Background: an optimization exercise with open tools, aiming at small area. Do not read the settings as production practice. The RTL was checked by simulation tests, not by an equivalence proof against the original design. Power figures rest on the tool's default switching activity, not on a simulated workload.

indigo:
==> flow/design.v <==
module branch_history_register #(parameter M = 4) (
    input logic clk,
    input logic reset,
    input logic branch_outcome,   
    output logic [M-1:0] bhr_out  
);
    always_ff @(posedge clk or posedge reset) begin
        if (reset)
            bhr_out <= '0;  
        else
            bhr_out <= {bhr_out[M-2:0], branch_outcome};  
    end
endmodule
module pht_nand2 (input logic a, input logic b, output logic y);
    assign y = ~(a & b);
endmodule
module pht_and2 (input logic a, input logic b, output logic y);
    assign y = a & b;
endmodule
module pht_or2 (input logic a, input logic b, output logic y);
    assign y = a | b;
endmodule
module pht_and3 (input logic a, input logic b, input logic c, output logic y);
    assign y = a & b & c;
endmodule
module pht_nand3 (input logic a, input logic b, input logic c, output logic y);
    assign y = ~(a & b & c);
endmodule
module pht_aoi22_nand3 (input logic [1:0] s, input logic [1:0] d,
                        input logic a, input logic b, output logic y);
    logic t;
    assign t = ~((s[0] & d[0]) | (s[1] & d[1]));
    assign y = ~(a & b & t);
endmodule
module pht_aoi222 (input logic [2:0] s, input logic [2:0] d, output logic y);
    assign y = ~((s[0] & d[0]) | (s[1] & d[1]) | (s[2] & d[2]));
endmodule
module pht_counter #(parameter N = 3) (
    input  logic         clk,
    input  logic         hold,      
    input  logic         col,       
    input  logic [N-1:0] rownew,    
    output logic [N-1:0] q
);
    always_ff @(posedge clk)
        q <= (q & {N{hold}}) | ({N{col}} & rownew);
endmodule
module pht_sel8 (
    input  logic [7:0] sel,
    input  logic [7:0] d,
    output logic       y
);
    logic [1:0] t;
    pht_aoi222      g0 (.s(sel[2:0]), .d(d[2:0]), .y(t[0]));
    pht_aoi222      g1 (.s(sel[5:3]), .d(d[5:3]), .y(t[1]));
    pht_aoi22_nand3 g2 (.s(sel[7:6]), .d(d[7:6]), .a(t[0]), .b(t[1]), .y(y));
endmodule
module pht_sel16 (
    input  logic [15:0] sel,
    input  logic [15:0] d,
    output logic        y
);
    logic [5:0] t;
    logic [1:0] u;
    genvar i;
    generate
        for (i = 0; i < 5; i++) begin : g_a
            pht_aoi222 g (.s(sel[3*i +: 3]), .d(d[3*i +: 3]), .y(t[i]));
        end
    endgenerate
    pht_nand2 g5 (.a(sel[15]), .b(d[15]), .y(t[5]));
    pht_nand3 g6 (.a(t[0]), .b(t[1]), .c(t[2]), .y(u[0]));
    pht_nand3 g7 (.a(t[3]), .b(t[4]), .c(t[5]), .y(u[1]));
    assign y = u[0] | u[1];
endmodule
module pht_col #(parameter N = 3, parameter R = 8) (
    input  logic           clk,
    input  logic [R-1:0]   row_w,    
    input  logic [R-1:0]   row_r,    
    input  logic           col_w,    
    input  logic [R*N-1:0] rownew,
    output logic [N-1:0]   rd        
);
    logic [N-1:0] q [R-1:0];
    logic [R-1:0] qb [N-1:0];
    logic [R-1:0] hold;
    genvar gr, gb;
    generate
        for (gr = 0; gr < R; gr++) begin : g_r
            pht_nand2 hg (.a(row_w[gr]), .b(col_w), .y(hold[gr]));
            pht_counter #(N) ctr (
                .clk(clk), .hold(hold[gr]), .col(col_w),
                .rownew(rownew[gr*N +: N]), .q(q[gr])
            );
            for (gb = 0; gb < N; gb++) begin : g_b
                assign qb[gb][gr] = q[gr][gb];
            end
        end
        for (gb = 0; gb < N; gb++) begin : g_rd
            pht_sel8 rsel (.sel(row_r), .d(qb[gb]), .y(rd[gb]));
        end
    endgenerate
endmodule
module mnk_bit_predictor #(parameter K = 4,
                        parameter N = 2,
                        parameter M = 4
                        ) (
    input logic clk,
    input logic reset,
    input logic [K-1:0] index,
    input logic [M-1:0] bhr_in,
    input logic branch_outcome,        
    output logic prediction            
);
    localparam R = 1 << M;    
    localparam C = 1 << K;    
    logic [R-1:0] row_r [2];
    logic [R-1:0] row_w;
    logic [C-1:0] col_r, col_w;
    logic [N-1:0] nxt;
    logic [R*N-1:0] rownew;
    logic [N-1:0] rd [C-1:0];
    logic [C-1:0] rdb [N-1:0];
    logic [N-1:0] cur;
    genvar gr, gc, gb, gh;
    generate
        for (gr = 0; gr < R; gr++) begin : g_rsel
            for (gh = 0; gh < 2; gh++) begin : g_h
                pht_and3 rdec (
                    .a(gr[0] ? bhr_in[0] : ~bhr_in[0]),
                    .b(gr[1] ? bhr_in[1] : ~bhr_in[1]),
                    .c(gr[2] ? bhr_in[2] : ~bhr_in[2]),
                    .y(row_r[gh][gr])
                );
            end
            pht_or2 rw (.a(row_r[0][gr]), .b(reset), .y(row_w[gr]));
            for (gb = 0; gb < N; gb++) begin : g_rn
                pht_and3 rn (.a(row_w[gr]), .b(nxt[gb]), .c(~reset),
                             .y(rownew[gr*N + gb]));
            end
        end
        for (gc = 0; gc < C; gc++) begin : g_csel
            assign col_r[gc] = (index == K'(gc));
            pht_or2 cw (.a(col_r[gc]), .b(reset), .y(col_w[gc]));
        end
        for (gc = 0; gc < C; gc++) begin : g_c
            pht_col #(N, R) pcol (
                .clk(clk), .row_w(row_w), .row_r(row_r[gc / (C / 2)]), .col_w(col_w[gc]),
                .rownew(rownew), .rd(rd[gc])
            );
            for (gb = 0; gb < N; gb++) begin : g_b
                assign rdb[gb][gc] = rd[gc][gb];
            end
        end
        for (gb = 0; gb < N; gb++) begin : g_rd
            pht_sel16 csel (.sel(col_r), .d(rdb[gb]), .y(cur[gb]));
        end
    endgenerate
    assign prediction = cur[N-1];
    always_comb begin
        if (reset)
            nxt = '0;
        else if (branch_outcome)
            nxt = (&cur) ? cur : cur + 1'b1;
        else
            nxt = (|cur) ? cur - 1'b1 : cur;
    end
endmodule
module predictor_top #(parameter M = 3, parameter K = 4, parameter N = 3) (
    input logic clk,
    input logic reset,
    input logic [K-1:0] index,
    input logic branch_outcome,  
    output logic prediction,      
    output logic success
);
    logic [M-1:0] bhr_out;
    branch_history_register #(M) bhr_inst (
        .clk(clk),
        .reset(reset),
        .branch_outcome(branch_outcome),
        .bhr_out(bhr_out)
    );
    mnk_bit_predictor #(K, N, M) pht_inst (
        .clk(clk),
        .reset(reset),
        .index(index),
        .bhr_in(bhr_out),
        .branch_outcome(branch_outcome),
        .prediction(prediction)
    );
    assign success = ~(prediction ^ branch_outcome);
endmodule
clock: 6.0 ns
lec_check: 0
cap_margin: 0
core_margin: 2
core_utilization: 60
cts_buf_list: sky130_fd_sc_hd__clkbuf_16
cts_cluster_diameter: 80
cts_cluster_size: 30
gpl_timing_driven: 0
place_density: 0.75
slew_margin: 0
synth_hierarchical: 1
synth_minimum_keep_size: 0
run.sh (not shown) runs the stock make flow with config.mk's settings and CLKGATE_MAP_FILE= SYNTH_SCRIPT=/design/flow/synth_recipe.tcl, a recipe that flattens the netlist after the stock synthesis.
indigo: done, clean on timing, DRC and antenna
Changes in juniper relative to indigo:
# indigo
export LEC_CHECK = 0
export CAP_MARGIN = 0
export CORE_MARGIN = 2
export CORE_UTILIZATION = 60
export CTS_BUF_LIST = sky130_fd_sc_hd__clkbuf_16
export CTS_CLUSTER_DIAMETER = 80
export CTS_CLUSTER_SIZE = 30
export GPL_TIMING_DRIVEN = 0
export PLACE_DENSITY = 0.75
export SLEW_MARGIN = 0
export SYNTH_HIERARCHICAL = 1
export SYNTH_MINIMUM_KEEP_SIZE = 0
create_clock -name core_clock -period 6.0 [get_ports {clk}]
# juniper
export LEC_CHECK = 0
export CAP_MARGIN = 0
export CORE_MARGIN = 2
export CORE_UTILIZATION = 75
export CTS_BUF_LIST = sky130_fd_sc_hd__clkbuf_16
export CTS_CLUSTER_DIAMETER = 80
export CTS_CLUSTER_SIZE = 30
export GPL_TIMING_DRIVEN = 0
export PLACE_DENSITY = 0.9
export SLEW_MARGIN = 0
export SYNTH_HIERARCHICAL = 1
export SYNTH_MINIMUM_KEEP_SIZE = 0
create_clock -name core_clock -period 6.0 [get_ports {clk}]
==> flow/flow/run.sh (new file) <==
#!/bin/bash
# Layout flow: the standard flow (standard.sh, ORFS) unchanged except
# for the clock tree synthesis arguments: the same clustering as config.mk
# asks for, but without dummy loads.
# ORFS writes each step's log under orfs/logs; standard.sh's own output
# goes to standard.log.
set -e
export CTS_ARGS="-sink_clustering_enable -repair_clock_nets -dont_use_dummy_load -sink_clustering_size 30 -sink_clustering_max_diameter 80 -buf_list sky130_fd_sc_hd__clkbuf_16"
bash standard.sh > standard.log 2>&1
==> flow/standard.sh (new file) <==
#!/bin/bash
# synth_recipe.tcl (not shown) runs the flow's synth.tcl, then flattens the netlist and writes it again
# the make line also repeats each setting of config.mk as NAME=value (left out here)
make -C /OpenROAD-flow-scripts/flow DESIGN_CONFIG=/design/flow/config.mk WORK_HOME=/design/flow/orfs CLKGATE_MAP_FILE= SYNTH_SCRIPT=/design/flow/synth_recipe.tcl "${@:-finish}"
removed: flow/run.sh
indigo → juniper: maximum frequency shows a reduction of 1.3%; design area went down by about 1.2%; synthesized area comparable; clock-net power decreased about 7%; synthesized cell count roughly the same. juniper ended with less net switching power than indigo. Diff indigo -> juniper: delay of the slowest cell on the worst path has increased; total power has decreased. The post-route worst setup slack of juniper falls short of that of indigo by 77 ps. Multi-input combinational cell area: juniper vs indigo identical. Of the two candidates, indigo has the worse core outline area and juniper the better one.
[inputs] onyx vs juniper
==> flow/run.sh (new file) <==
#!/bin/bash
# synth_recipe.tcl (not shown) runs the flow's synth.tcl, then flattens the netlist and writes it again
# the make line also repeats each setting of config.mk as NAME=value (left out here)
make -C /OpenROAD-flow-scripts/flow DESIGN_CONFIG=/design/flow/config.mk WORK_HOME=/design/flow/orfs CLKGATE_MAP_FILE= SYNTH_SCRIPT=/design/flow/synth_recipe.tcl finish
removed: flow/flow/run.sh
removed: flow/standard.sh
==> comparison <==
In the metrics for onyx and juniper, the one carrying the lower final worst setup slack is juniper.
onyx vs juniper, instance count: onyx higher
Taking juniper as the reference, in onyx layout filler cell count went down; fmax saw an increase; number of failing hold endpoints at the final stage about even; routed wire length went up 0.34%; data-path buffer share of cell area in the final layout neither gained nor lost much.
Sequential share of layout area of onyx is on par with juniper.
Count of clock-buffer cells in the layout: onyx and juniper compared, higher one is onyx
Comparing onyx with juniper, the final instance area came out essentially unchanged.
For yarrow, these inputs were changed with respect to onyx:
==> flow/flow/run.sh (new file) <==
#!/bin/bash
# Layout flow: the standard flow (standard.sh, ORFS) unchanged except
# for the clock tree synthesis arguments: the same clustering as config.mk
# asks for, without dummy loads, and with buffers only where the tree branches far apart.
# ORFS writes each step's log under orfs/logs; standard.sh's own output
# goes to standard.log.
set -e
export CTS_ARGS="-sink_clustering_enable -repair_clock_nets -dont_use_dummy_load -sink_clustering_size 30 -sink_clustering_max_diameter 80 -buf_list sky130_fd_sc_hd__clkbuf_16 -branching_point_buffers_distance 1000 -distance_between_buffers 1000"
bash standard.sh > standard.log 2>&1
==> flow/standard.sh (new file) <==
#!/bin/bash
# synth_recipe.tcl (not shown) runs the flow's synth.tcl, then flattens the netlist and writes it again
# the make line also repeats each setting of config.mk as NAME=value (left out here)
make -C /OpenROAD-flow-scripts/flow DESIGN_CONFIG=/design/flow/config.mk WORK_HOME=/design/flow/orfs CLKGATE_MAP_FILE= SYNTH_SCRIPT=/design/flow/synth_recipe.tcl "${@:-finish}"
removed: flow/run.sh
Findings:
- Looking at final core utilization, yarrow sits 0.22 points lower than onyx does.
- Compared with onyx, yarrow is the less power-hungry design.
- Compared yarrow against onyx; share of cell area taken by multi-input logic gates within noise.

[what the ideal ports hide]
How much do the figures lean on ideal ports? The routed layouts below were timed once more, with nothing changed but the port constraints.
Step 1: set_driving_cell puts a clkbuf_16 on clk and a buf_2 on each other input, an assumption about the parent block.
Step 2 times the ports against the registers' clock, not the clock port: input delays grow and output delays shrink by t, the midpoint of the rising clock arrivals with the driver on.
Three values: ideal, step 1, step 2; two values: the first two.
run	t, ns	setup WS [ns]	slew at the worst register clock pin (ns)
indigo	0.565	0.352 / 0.302 / 0.335	0.12 / 0.12
juniper	0.564	0.275 / 0.228 / 0.230	0.12 / 0.12
onyx	0.568	0.295 / 0.249 / 0.299	0.12 / 0.12
yarrow	0.564	0.275 / 0.228 / 0.230	0.12 / 0.12
After both steps every run listed still meets setup and hold.
